This design comes from an exercise in tuning for small area and a short achievable clock period on the open sky130 flow, not from production work.
In this exercise RTL edits were held to simulation tests only and were not proved equivalent to the original.
No driver is modelled on the clock port, so clocking that relies on it looks cheaper here than on a real chip.
Power is estimated from default activity; no workload was simulated.

==> flow/design.v, too long to show whole: its modules and the start of the top module <==
// module fa: 10 lines
// module ha: 9 lines
// module karatsaub: 2767 lines
module karatsaub (
    input             clk,
    input             rst,
    input             in_valid,
    input      [31:0] in_a,
    input      [31:0] in_b,
    output            out_valid,
    output reg [63:0] out_c
);
  // ...
==> flow/flow/run.sh <==
#!/bin/bash
# Layout flow: the standard synthesis unchanged, then the standard ORFS
# layout steps with timing repair aimed below the clock period (a larger
# setup slack margin), and before CTS the port buffers made plain
# buffers (pre_cts.tcl).  Each step's output goes to its own log.
set -e
bash standard.sh synth > synth.log 2>&1
bash standard.sh SETUP_SLACK_MARGIN=6.95 PRE_CTS_TCL=$PWD/flow/pre_cts.tcl HOOK_IN_BUF=sky130_fd_sc_hd__buf_1 HOOK_OUT_BUF=sky130_fd_sc_hd__buf_2 HOOK_FF_SIZE=2 HOOK_R1_SIZE=4  finish > layout.log 2>&1
==> flow/flow/pre_cts.tcl <==
# Port buffers: plain buffers instead of delay cells; output-stage flops
# optionally one size up (HOOK_FF_SIZE).  Only drive strengths and buffer
# types change.
set block [ord::get_db_block]
foreach bterm [$block getBTerms] {
  set net [$bterm getNet]
  if {$net == "NULL"} continue
  set name [$bterm getName]
  if {$name == "clk"} continue
  if {[$bterm getIoType] == "INPUT"} {
    foreach it [$net getITerms] {
      set inst [$it getInst]
      set m [[$inst getMaster] getName]
      if {[string match "*dlybuf*" $m] || [string match "*dlygate*" $m]} {
        replace_cell [$inst getName] $::env(HOOK_IN_BUF)
      }
    }
  } else {
    foreach it [$net getITerms] {
      if {![$it isOutputSignal]} continue
      set inst [$it getInst]
      replace_cell [$inst getName] $::env(HOOK_OUT_BUF)
      # the flop behind the output buffer
      foreach it2 [$inst getITerms] {
        if {![$it2 isInputSignal]} continue
        set n2 [$it2 getNet]
        foreach it3 [$n2 getITerms] {
          if {![$it3 isOutputSignal]} continue
          set f [$it3 getInst]
          set fm [[$f getMaster] getName]
          if {$::env(HOOK_FF_SIZE) != 1 && [regsub {_1$} $fm "_$::env(HOOK_FF_SIZE)" nm]} {
            if {[string match "*df*" $fm]} { replace_cell [$f getName] $nm }
          }
        }
      }
    }
  }
}
if {[info exists ::env(HOOK_R1_SIZE)] && $::env(HOOK_R1_SIZE) != ""} {
  foreach inst [$block getInsts] {
    set iname [$inst getName]
    if {![string match "r1_*" $iname]} continue
    set m [[$inst getMaster] getName]
    if {![string match "*dfxtp*" $m]} continue
    foreach it [$inst getITerms] {
      if {![$it isOutputSignal]} continue
      set n [$it getNet]
      if {$n == "NULL"} continue
      if {[llength [$n getITerms]] > 17} { replace_cell $iname sky130_fd_sc_hd__dfxtp_$::env(HOOK_R1_SIZE) }
    }
  }
}
==> flow/standard.sh <==
#!/bin/bash
# synth_recipe.tcl (not shown) runs the flow's synth.tcl, then flattens the netlist and writes it again
# the make line also repeats each setting of config.mk as NAME=value (left out here)
make -C /OpenROAD-flow-scripts/flow DESIGN_CONFIG=/design/flow/config.mk WORK_HOME=/design/flow/orfs CLKGATE_MAP_FILE= SYNTH_SCRIPT=/design/flow/synth_recipe.tcl "${@:-finish}"
==> flow/config.mk <==
export PLATFORM = sky130hd
export DESIGN_NAME = karatsaub
export DESIGN_NICKNAME = karatsaub
export VERILOG_FILES = /design/flow/design.v
export SDC_FILE = /design/flow/constraint.sdc
export NUM_CORES = 4
export LEC_CHECK = 0
export CAP_MARGIN = 20
export CORE_MARGIN = 2
export CORE_UTILIZATION = 60
export CTS_CLUSTER_DIAMETER = 200
export CTS_CLUSTER_SIZE = 15
export SLEW_MARGIN = 20
export SYNTH_HIERARCHICAL = 1
==> flow/constraint.sdc <==
create_clock -name core_clock -period 10.0 [get_ports {clk}]
set_input_delay 2.0000 -clock core_clock [delete_from_list [all_inputs] [get_ports {clk}]]
set_output_delay 2.0000 -clock core_clock [all_outputs]
set_load 0.01 [all_outputs]
==> metrics.yaml, run 1 <==
seq_cells: 462
antenna_found_initial: 2
fin_skew_ps: 30.1
status: "finished clean"
clock-sinks: 462
cts_tree: "built"
ctsHoldBuffers: 0
worstPathMaxFanout: 1
die_x_um: 232
ff2ff_path_depth: 7
hp-start: "r3_n1262_0$_DFF_P_"
wl_met3_um: 12400
synthFlopType: "dfxtp_1"
grt_pass1_wl_um: 146000
cpPeakStageDelay_ps: 400
grt_max_degree: 66
cp_num_cells: 1
switching_share_pct: 41.7
synth_top_area_share_pct: 32.3
synth_cells: 2717
r2r-start: "r1_n357$_DFF_P_"
worstMarginPinSlew_ps: 797
holdPathStages: 0
pg_seq_w: 0.00347
grt_use_met1_pct: 50.2
ios: 132
synth_edf_count: 0
fin_setup_tns_ps: 0
startpoint: "vld[3]$_DFF_PP0_"
==> inputs of run 2 (changes only) <==
--- a/flow/flow/run.sh
+++ b/flow/flow/run.sh
@@ -7,2 +7,2 @@
 bash standard.sh synth > synth.log 2>&1
-bash standard.sh SETUP_SLACK_MARGIN=6.95 PRE_CTS_TCL=$PWD/flow/pre_cts.tcl HOOK_IN_BUF=sky130_fd_sc_hd__buf_1 HOOK_OUT_BUF=sky130_fd_sc_hd__buf_2 HOOK_FF_SIZE=2 HOOK_R1_SIZE=4  finish > layout.log 2>&1
+bash standard.sh SETUP_SLACK_MARGIN=6.95 PRE_CTS_TCL=$PWD/flow/pre_cts.tcl HOOK_IN_BUF=sky130_fd_sc_hd__buf_1 HOOK_OUT_BUF=sky130_fd_sc_hd__buf_2 HOOK_FF_SIZE=1 HOOK_R1_SIZE=4  finish > layout.log 2>&1
--- a/flow/config.mk
+++ b/flow/config.mk
@@ -9,3 +9,3 @@
 export CORE_MARGIN = 2
-export CORE_UTILIZATION = 60
+export CORE_UTILIZATION = 65
 export CTS_CLUSTER_DIAMETER = 200
==> metrics.yaml, run 2 <==
wl_um: 94600
cts_tree: "built"
routedWlPerCell_um: 28.8
fin_setup_tns_ps: 0  # unchanged
die_area_um2: 49600
cts_buffers: 36
leakagePower_nw: 12.2
ctsHoldBuffers: 0  # unchanged
synth_top_area_cell: "fa_1"
grt_max_degree: 66  # unchanged
cpPeakStageDelay_ps: 360  # -40 ps
cp_num_buf_inv: 1
ys_top_cells_by_count: "xnor2_1, fa_1, o22ai_1"
drc_errors: 0
cp_top_family: "flip-flops"
async_flop_share_pct: 0.866
syn-cell-area_um2: 31100
drtIter0Drc: 2869
start_util_pct: 65.5
worstPathMaxFanout: 1  # unchanged
final_common_cell: "xnor2_1"
endpoint_kind: "output pin"
dp_hpwl_um: 59800
regMostFlops: "out_c"
layout_common_cells: "xnor2_1, fa_1, o22ai_1"
yosysMostFrequentCell: "xnor2_1"
relSlewSlack_pct: 46.6
rsz0062_at_grt: "yes"
antenna_found_initial: 4  # +2
core-area_um2: 47400
start_kind: "flop"
powerDensity_nw_per_um2: 337
placed_cell_area_um2: 32600
synth_cell_types: 44
via_per_inst: 6.83
register_area_um2: 9360
synth_edf_count: 0  # unchanged
synth_area_leaders: "fa_1, dfxtp_1, xnor2_1"
ff2ff_setup_slack_ps: 6960
ys_seq_elements: 462
fill_cells: 3578
crit_path_top_delay_cell: "dfrtp_1"
grt_overflow_total: 0
critPathArrivalTime_ps: 1060
largestRegisters: "out_c (64), vld (4)"
syn_avg_cell_area_um2: 11.4
multi_input_area_um2: 20400
synth_top_area_share_pct: 32.3  # unchanged
period_minus_slack_ps: 3060
nNetsFinal: 3308
layout-area-overhead-vs-synth_pct: 5.92
place.port_buffers: 131
die_h_um: 223
worstMarginPinSlew_ps: 801  # +3.56 ps
synth_cells: 2717  # unchanged
globalplace.congestion: 0.898
grt_usage_pct: 39.2
crit_chain: "buf_2"
rows: 80
status: "finished clean"
fin_skew_ps: 27.8  # -2.30 ps
crit_type: "reg -> out"
die_x_um: 223  # -3.9%
min_path_type: "reg -> reg"
cap_violations: 0
clock-sinks: 462  # unchanged
setup_viol: 0
yosys_warnings: 7
hold_violations: 0
drive_above_1_share_pct: 8.74
yosysSeqAreaShare_pct: 29.8
grt_pass1_wl_um: 145000  # -0.44%
ios: 132  # unchanged
synthFlopType: "dfxtp_1"
grt_pass1_vias: 23700
clock_latency_ps: 580
drv_slew: 0
stdcell_area_um2: 32900
fmax_mhz: 327
vias: 22400
syn-num-nets: 3367
largest_reg_flops: 64
fin_crit_sh_pct: 30.6
vdd_drop_max_v: 0.000220
required_ps: 8000
worst_setup_hold_path_clk_slew_ps: 70
ant_nets: 0
first_pass_iters: 6
## run 2: cell types whose count changed in the layout (fill, tap and decap cells not counted), moves of 2 or more
cell and delta:
buf_4 +4, buf_6 -2, clkbuf_1 -2, dfxtp_1 +65, dfxtp_2 -62, dfxtp_4 -3
## run 2: path summary, 6_finish.rpt
| check | from | end | cells past startpoint |
|---|---|---|---|
| worst max-delay path | vld[3]$_DFF_PP0_ | out_valid | 1 |
| worst min-delay path | r3_n1497$_DFF_P_ | out_c[1]$_DFF_P_ | 0 |
| worst max register to register | r1_n431$_DFF_P_ | r2_n986_0$_DFF_P_ | 5 |
| worst min register to register | r3_n1497$_DFF_P_ | out_c[1]$_DFF_P_ | 0 |
| max in group asynchronous | rst | vld[3]$_DFF_PP0_ | 2 |
| min in group asynchronous | rst | vld[2]$_DFF_PP0_ | 2 |
## run 2: area by class of cell
cell class                 instances  area share [%]
inverter                         102            1.16
timing repair buffer             193            3.31
tap                              615            2.34
clock buffer                      45            2.90
antenna                            2          0.0152
multi-input combinational       1863            61.8
sequential                       462            28.4
clock inverter                     1          0.0152
## run 2: per-stage QoR
stage	total power, W	instances	hold slack (ps)	utilization, %	setup slack (ps)
after global routing	0.0122	3282	336	69.4	6910
after floorplan	0.00737	2717	310	-	6970
final	0.0111	3283	328	69.4	6940
after detailed placement	0.00993	3235	314	68.7	6800
after CTS	0.0112	3281	329	69.3	6920
after global placement	0.00971	3235	315	68.7	6730
## run 2: cells by family (layout without fill, tap and decap cells)
kind of cell / Yosys count / count (layout) / share of synthesized area (%)
DFF: 462 / 462 / 29.8
and+or+nand+nor: 153 / 153 / 2.41
adders and majority gates: 583 / 583 / 35.6
buffers and inverters: 392 / 341 / 4.73
other: 0 / 2 / 0
xor gates and xnor gates: 574 / 574 / 16.2
AOI/OAI and AO/OA: 553 / 553 / 11.3
## run 2: repair_timing
| action | CTS | global route |
|---|---|---|
| buffers inserted | 0 | 0 |
| endpoints found under the setup margin | 15 | 32 |
| cloned | 0 | 0 |
| pin swaps | 0 | 0 |
| resized for setup | 10 | 8 |
## run 2: routing by layer
| layer | vias to the layer above | track usage (%) | wire [um] |
|---|---|---|---|
| li1 | 8929 | - | - |
| met1 | 11200 | 53.0 | 35400 |
| met2 | 1823 | 56.7 | 40200 |
| met3 | 497 | 12.9 | 13300 |
| met4 | 2 | 20.4 | 5740 |
| met5 | - | 0.391 | 13 |
## run 2: report_power, final
part	total (W)	leakage [nW]	internal, W	switching [W]
registers	0.00345	3.91	0.00288	0.000571
logic	0.00631	7.80	0.00292	0.00339
clock network	0.00133	0.469	0.000668	0.000661
total	0.0111	12.2	0.00647	0.00462
## run 2: per-module statistics from Yosys, one instance, submodules excluded
module / cell area (um^2) / cells inside
karatsaub: 20600 / 2182
fa: 20.0 / 1
ha: 12.5 / 1
==> inputs of run 3 (changes only) <==
--- a/flow/config.mk
+++ b/flow/config.mk
@@ -9,3 +9,3 @@
 export CORE_MARGIN = 2
-export CORE_UTILIZATION = 65
+export CORE_UTILIZATION = 60
 export CTS_CLUSTER_DIAMETER = 200
@@ -14 +14,2 @@
 export SYNTH_HIERARCHICAL = 1
+export TNS_END_PERCENT = 50
==> metrics.yaml, run 3 <==
leakagePower_nw: 12.2  # -0.19%
synthAdderAreaFrac_pct: 35.6  # unchanged
die_x_um: 232  # +4.0%
critPathArrivalTime_ps: 3560  # +2500 ps
grt_use_met1_pct: 50.2  # -2.8 points
r2r-start: "r1_n542$_DFF_P_"
layout-area-overhead-vs-synth_pct: 6.06
period_minus_slack_ps: 3120  # +62.1 ps
synth_xor_area_share_pct: 16.2  # unchanged
wl_um: 95000  # +0.33%
dpl.cell_count: 3297  # +1.9%
synth_compound_area_share_pct: 11.3  # unchanged
grt_pass1_vias: 23600  # -0.60%
worstPathMaxFanout: 34  # +33
min_path_type: "reg -> reg"
core-area_um2: 51300  # +8.1%
hp-start: "r2_n1498$_DFF_P_"
synth_cells: 2717  # unchanged
clock-sinks: 462  # unchanged
status: "finished clean"
nNetsFinal: 3305  # -0.091%
grt_overflow_total: 0  # unchanged
routedWlPerCell_um: 28.4  # -1.6%
die_area_um2: 53700  # +8.2%
yosysSeqAreaShare_pct: 29.8  # unchanged
worstMarginPinSlew_ps: 803  # +2.45 ps
synthFlopType: "dfxtp_1"
fmax_mhz: 321  # -2.0%
yosysMostFrequentCell: "xnor2_1"
synth_top_area_cell: "fa_1"
clock_latency_ps: 580  # about the same
cap_violations: 0  # unchanged
die_h_um: 232  # +4.0%
yosys_warnings: 7  # unchanged
fin_crit_sh_pct: 31.2  # +0.62 points
min_to: "r3_n1498$_DFF_P_"
vdd_drop_max_v: 0.000221  # +0.55%
ant_nets: 0  # unchanged
busiest_layer: "met2"
ff2ff_setup_slack_ps: 6880  # -80 ps
cts_buffers: 36  # unchanged
powerDensity_nw_per_um2: 339  # +0.73%
grtUsageMet3_pct: 10.8  # -2.1 points
place.port_buffers: 131  # unchanged
drv_slew: 0  # unchanged
power_w: 0.0112  # +0.87%
synth_top_area_share_pct: 32.3  # unchanged
ctsHoldBuffers: 0  # unchanged
ios: 132  # unchanged
layout_common_cells: "xnor2_1, fa_1, o22ai_1"
ff2ff_path_depth: 7  # +2
drive_above_1_share_pct: 8.67  # -0.072 points
drtIter0Drc: 2532  # -12%
start_kind: "flop"
globalplace.congestion: 0.864  # -3.8%
endpoint_kind: "flop"
dp_hpwl_um: 60700  # +1.5%
syn_avg_cell_area_um2: 11.4  # unchanged
r2r-end: "r2_n1238_0$_DFF_P_"
synth_cell_types: 44  # unchanged
largest_reg_flops: 64  # unchanged
ys_top_cells_by_count: "xnor2_1, fa_1, o22ai_1"
syn-cell-area_um2: 31100  # unchanged
multi_input_area_um2: 20400  # about the same
fin_setup_tns_ps: 0  # unchanged
largestRegisters: "out_c (64), vld (4)"
register_area_um2: 9370  # +0.11%
synth_top_family_by_area: "adder cells"
async_flop_share_pct: 0.866  # unchanged
rows: 83  # +3.8%
grt_max_degree: 66  # unchanged
yosys.area_share.simple_pct: 2.41  # unchanged
cts_tree: "built"
use_met2_pct: 53.3  # -3.4 points
hold_violations: 0  # unchanged
fin_skew_ps: 30.2  # +2.42 ps
antenna_found_initial: 2  # -2
final_common_cell: "xnor2_1"
fill_cells: 4133  # +16%
synth_edf_count: 0  # unchanged
rsz0062_at_grt: "yes"
setup_viol: 0  # unchanged
relSlewSlack_pct: 46.4  # -0.16 points
required_ps: 10440  # +2440 ps
regMostFlops: "out_c"
first_pass_iters: 8  # +2
drc_errors: 0  # unchanged
via_per_inst: 6.57  # -3.7%
ys_seq_elements: 462  # unchanged
cts_resized: 3  # -7
syn-num-nets: 3367  # unchanged
synthMuxAreaShare_pct: 0  # unchanged
cts_setup_buffers: 0  # unchanged
start_util_pct: 60.6  # -4.9 points
vias: 22000  # -1.9%
crit_type: "reg -> reg"
synth_area_leaders: "fa_1, dfxtp_1, xnor2_1"
grt_usage_pct: 36.6  # -2.7 points
worst_setup_hold_path_clk_slew_ps: 70  # about the same
final_cells: 3346  # +1.9%
holdPathStages: 0  # unchanged
grt_pass1_wl_um: 146000  # +0.37%
[run 3: power breakdown]
part,internal [W],switching [W]
clock network,0.000670,0.000656
registers,0.00288,0.000566
logic,0.00296,0.00345
total,0.00651,0.00467
[run 3: layout make-up]
class,instances,area share (%)
sequential,462,28.4
timing repair buffer,190,3.17
clock inverter,1,0.0152
multi-input combinational,1863,61.7
antenna,1,0.00759
inverter,102,1.16
tap,680,2.58
clock buffer,47,2.92
[run 3: routing by layer]
metal  up-vias  share of wire (%)
met2      1568                 43
met5         -              0.012
met4         2                5.4
li1       8924                  -
met1     11100                 39
met3       376                 13
[run 3: critical path, stage by stage, from the launching register on]
cell,delay [ps]
dfxtp_2,310
buf_4,610
inv_1,350
xnor2_1,410
ha_1,300
inv_1,130
fa_1,420
fa_1,450
[run 3: per-stage QoR]
stage          instance area, um^2  setup WS (ps)  hold WS, ps  util (%)
2_1_floorplan                31100           6970          310         -
3_3_place_gp                 32700           6700          315      63.7
3_5_place_dp                 32700           6720          312      63.7
4_1_cts                      32900           6920          331      64.2
5_1_grt                      33000           6900          344      64.3
6_report                     33000           6880          331      64.3
[run 3: kinds of logic after synthesis]
logic type,Yosys count
fa+ha+maj,583
flops,462
buf+inv,392
compound gates,553
xor+xnor,574
simple gates,153
[run 3: per-module statistics from Yosys (local to each module, per instance)]
module,cells,times used,cell area [um^2]
ha,1,33,12.5
fa,1,502,20.0
karatsaub,2182,1,20600
[run 3: how the worst max path moves through the flow]
| stage | startpoint | end | cells after the start |
|---|---|---|---|
| 6_report | r1_n542$_DFF_P_ | r2_n1238_0$_DFF_P_ | 7 |
| 5_1_grt | r1_n542$_DFF_P_ | r2_n1238_0$_DFF_P_ | 7 |
| 3_3_place_gp | r1_n97$_DFF_P_ | r2_n885_0$_DFF_P_ | 5 |
| 4_1_cts | out_c[63]$_DFF_P_ | out_c[63] | 1 |
| 3_5_place_dp | r1_n98$_DFF_P_ | r2_n987_0$_DFF_P_ | 6 |
| 2_1_floorplan | r1_n98$_DFF_P_ | r2_n987_0$_DFF_P_ | 8 |
==> inputs of run 4 (changes only) <==
--- a/flow/config.mk
+++ b/flow/config.mk
@@ -14,2 +14 @@
 export SYNTH_HIERARCHICAL = 1
-export TNS_END_PERCENT = 50
==> metrics.yaml, run 4 <==
layout_common_cells: "xnor2_1, fa_1, o22ai_1"
drive_above_1_share_pct: 8.74  # +0.075 points
start_kind: "flop"
globalplace.congestion: 0.864  # unchanged
ctsHoldBuffers: 0  # unchanged
synth_area_leaders: "fa_1, dfxtp_1, xnor2_1"
cap_violations: 0  # unchanged
worstPathMaxFanout: 1  # -97%
clock_latency_ps: 580  # about the same
fin_setup_tns_ps: 0  # unchanged
wl_met3_um: 12200  # +1.4%
synthFlopType: "dfxtp_1"
yosys_warnings: 7  # unchanged
register_area_um2: 9370  # about the same
drtIter0Drc: 2473  # -2.3%
wl_um: 95000  # about the same
dp_hpwl_um: 60700  # unchanged
status: "finished clean"
grt_pass1_wl_um: 146000  # unchanged
yosysMostFrequentCell: "xnor2_1"
syn-num-nets: 3367  # unchanged
post-place-ws_ps: 6720  # unchanged
rsz0062_at_grt: "yes"
fill_cells: 4134  # +0.024%
syn-cell-area_um2: 31100  # unchanged
multi_input_area_um2: 20400  # unchanged
cpPeakStageDelay_ps: 350  # -260 ps
cp_top_family: "flip-flops"
synth_cells: 2717  # unchanged
grt_overflow_total: 0  # unchanged
setup_viol: 0  # unchanged
routed.top_layer: "met5"
clock-sinks: 462  # unchanged
syn_avg_cell_area_um2: 11.4  # unchanged
leakagePower_nw: 12.2  # about the same
layout-area-overhead-vs-synth_pct: 6.13  # about the same
crit_path_top_delay_cell: "dfrtp_1"
core-area_um2: 51300  # unchanged
crit_type: "reg -> out"
async_flop_share_pct: 0.866  # unchanged
die_area_um2: 53700  # unchanged
yosysSeqAreaShare_pct: 29.8  # unchanged
cts_setup_buffers: 0  # unchanged
grt_usage_pct: 36.6  # unchanged
rows: 83  # unchanged
drc_errors: 0  # unchanged
ff2ff_setup_slack_ps: 6960  # +70 ps
ios: 132  # unchanged
drv_slew: 0  # unchanged
route.met2.wl_um: 40800  # -0.30%
fmax_mhz: 328  # +2.5%
ys_seq_elements: 462  # unchanged
place.port_buffers: 131  # unchanged
period_minus_slack_ps: 3040  # -74.8 ps
start_util_pct: 60.6  # unchanged
required_ps: 8000  # -2440 ps
first_pass_iters: 6  # -2
ys_top_cells_by_count: "xnor2_1, fa_1, o22ai_1"
antenna_found_initial: 2  # unchanged
synth_top_area_share_pct: 32.3  # unchanged
die_h_um: 232  # unchanged
fin_crit_sh_pct: 30.4  # -0.75 points
die_x_um: 232  # unchanged
vdd_drop_max_v: 0.000221  # about the same
vias: 21900  # -0.32%
synth_cell_types: 44  # unchanged
grt_max_degree: 66  # unchanged
whs_ps: 331  # +0.452 ps
final_common_cell: "xnor2_1"
crit_chain: "buf_2"
largest_reg_flops: 64  # unchanged
critPathArrivalTime_ps: 1040  # -2520 ps
grt_pass1_vias: 23600  # unchanged
nNetsFinal: 3305  # unchanged
setup_ws_ps: 6960  # +74.8 ps
ant_nets: 0  # unchanged
routedWlPerCell_um: 28.4  # about the same
via_per_inst: 6.55  # -0.32%
cts_buffers: 36  # unchanged
wl_met1_um: 36800  # -0.19%
cts_tree: "built"
cp_num_buf_inv: 1  # -2
worst_setup_hold_path_clk_slew_ps: 60  # about the same
largestRegisters: "out_c (64), vld (4)"
relSlewSlack_pct: 46.8  # +0.33 points
fin_skew_ps: 25.9  # -4.32 ps
worstMarginPinSlew_ps: 798  # -5.02 ps
hold_violations: 0  # unchanged
synth_top_area_cell: "fa_1"
min_path_type: "reg -> reg"
synth_edf_count: 0  # unchanged
endpoint_kind: "output pin"
regMostFlops: "out_c"
powerDensity_nw_per_um2: 339  # about the same
==> run 4: final timing paths <==
path	from	endpoint	cells past startpoint
setup / recovery	vld[3]$_DFF_PP0_	out_valid	1
hold / removal	r2_n1262_0$_DFF_P_	r3_n1262_0$_DFF_P_	0
setup reg to reg	r1_n468$_DFF_P_	r2_n1213_0$_DFF_P_	7
hold reg to reg	r2_n1262_0$_DFF_P_	r3_n1262_0$_DFF_P_	0
max in group asynchronous	rst	vld[2]$_DFF_PP0_	2
min in group asynchronous	rst	vld[0]$_DFF_PP0_	2
==> run 4: logic make-up (layout without fill, tap and decap cells) <==
kind of cell	Yosys count	count (layout)	share of synthesized area (%)
DFF	462	462	29.8
adders and majority gates	583	583	35.6
and+or+nand+nor	153	153	2.41
other	0	1	0
buffers and inverters	392	340	4.73
xor gates and xnor gates	574	574	16.2
AOI/OAI and AO/OA	553	553	11.3
==> run 4: power breakdown <==
part / switching, W / internal (W) / total, W
sequential: 0.000567 / 0.00288 / 0.00345
combinational: 0.00345 / 0.00296 / 0.00641
clock: 0.000658 / 0.000670 / 0.00133
==> run 4: metal layers <==
metal,track usage (%),vias up
li1,-,8916
met1,50.2,11000
met2,53.3,1609
met3,10.8,369
met4,17.9,2
met5,0,-
==> run 4: timing repair <==
item | in CTS | in global routing
gates resized for setup | 5 | 12
cloned | 0 | 0
setup endpoints to repair | 8 | 25
==> run 4: cell type report <==
type / count / area share [%]
clock buffer: 47 / 2.92
sequential: 462 / 28.4
multi-input combinational: 1863 / 61.7
inverter: 102 / 1.16
tap: 680 / 2.58
antenna: 1 / 0.00758
clock inverter: 1 / 0.0152
timing repair buffer: 190 / 3.22
==> run 4: modules after synthesis, one instance, submodules excluded <==
module	copies in the design	flip-flops and latches
fa	502	0
karatsaub	1	462
ha	33	0
==> run 4: per-stage QoR <==
| stage | area [um^2] | cells | total power [W] | util (%) |
|---|---|---|---|---|
| 3_3_place_gp | 32700 | 3297 | 0.00980 | 63.7 |
| 4_1_cts | 33000 | 3345 | 0.0113 | 64.2 |
| 3_5_place_dp | 32700 | 3297 | 0.0100 | 63.7 |
| 6_report | 33000 | 3346 | 0.0112 | 64.3 |
| 2_1_floorplan | 31100 | 2717 | 0.00737 | - |
| 5_1_grt | 33000 | 3345 | 0.0123 | 64.3 |

[static timing again, ports no longer ideal]
Ports are ideal in the flow. The routed layouts listed here were re-timed in OpenROAD. Step 1 assumes that a clkbuf_16 drives the clock port and a buf_2 every other input. Step 2 moves the port delays by t, midway between the first and last clock arrival at a register: inputs arrive t later, outputs are due t later. That takes back most of the time a late clock gives input paths. Slacks: ideal ports / drivers / drivers and shift; pairs: ideal ports / drivers.
| run | shift t [ns] | setup WS [ns] | worst slew at a driven data input, ns | cell pins on the clock port's net |
|---|---|---|---|---|
| run 1 | 0.630 | 6.928 / 6.865 / 6.974 | 0.08 | 1 |
| run 2 | 0.629 | 6.943 / 6.884 / 6.960 | 0.09 | 1 |
| run 3 | 0.631 | 6.881 / 6.879 / 6.881 | 0.08 | 1 |
| run 4 | 0.631 | 6.956 / 6.892 / 6.958 | 0.09 | 1 |
After both steps setup and hold are still met in every run listed.
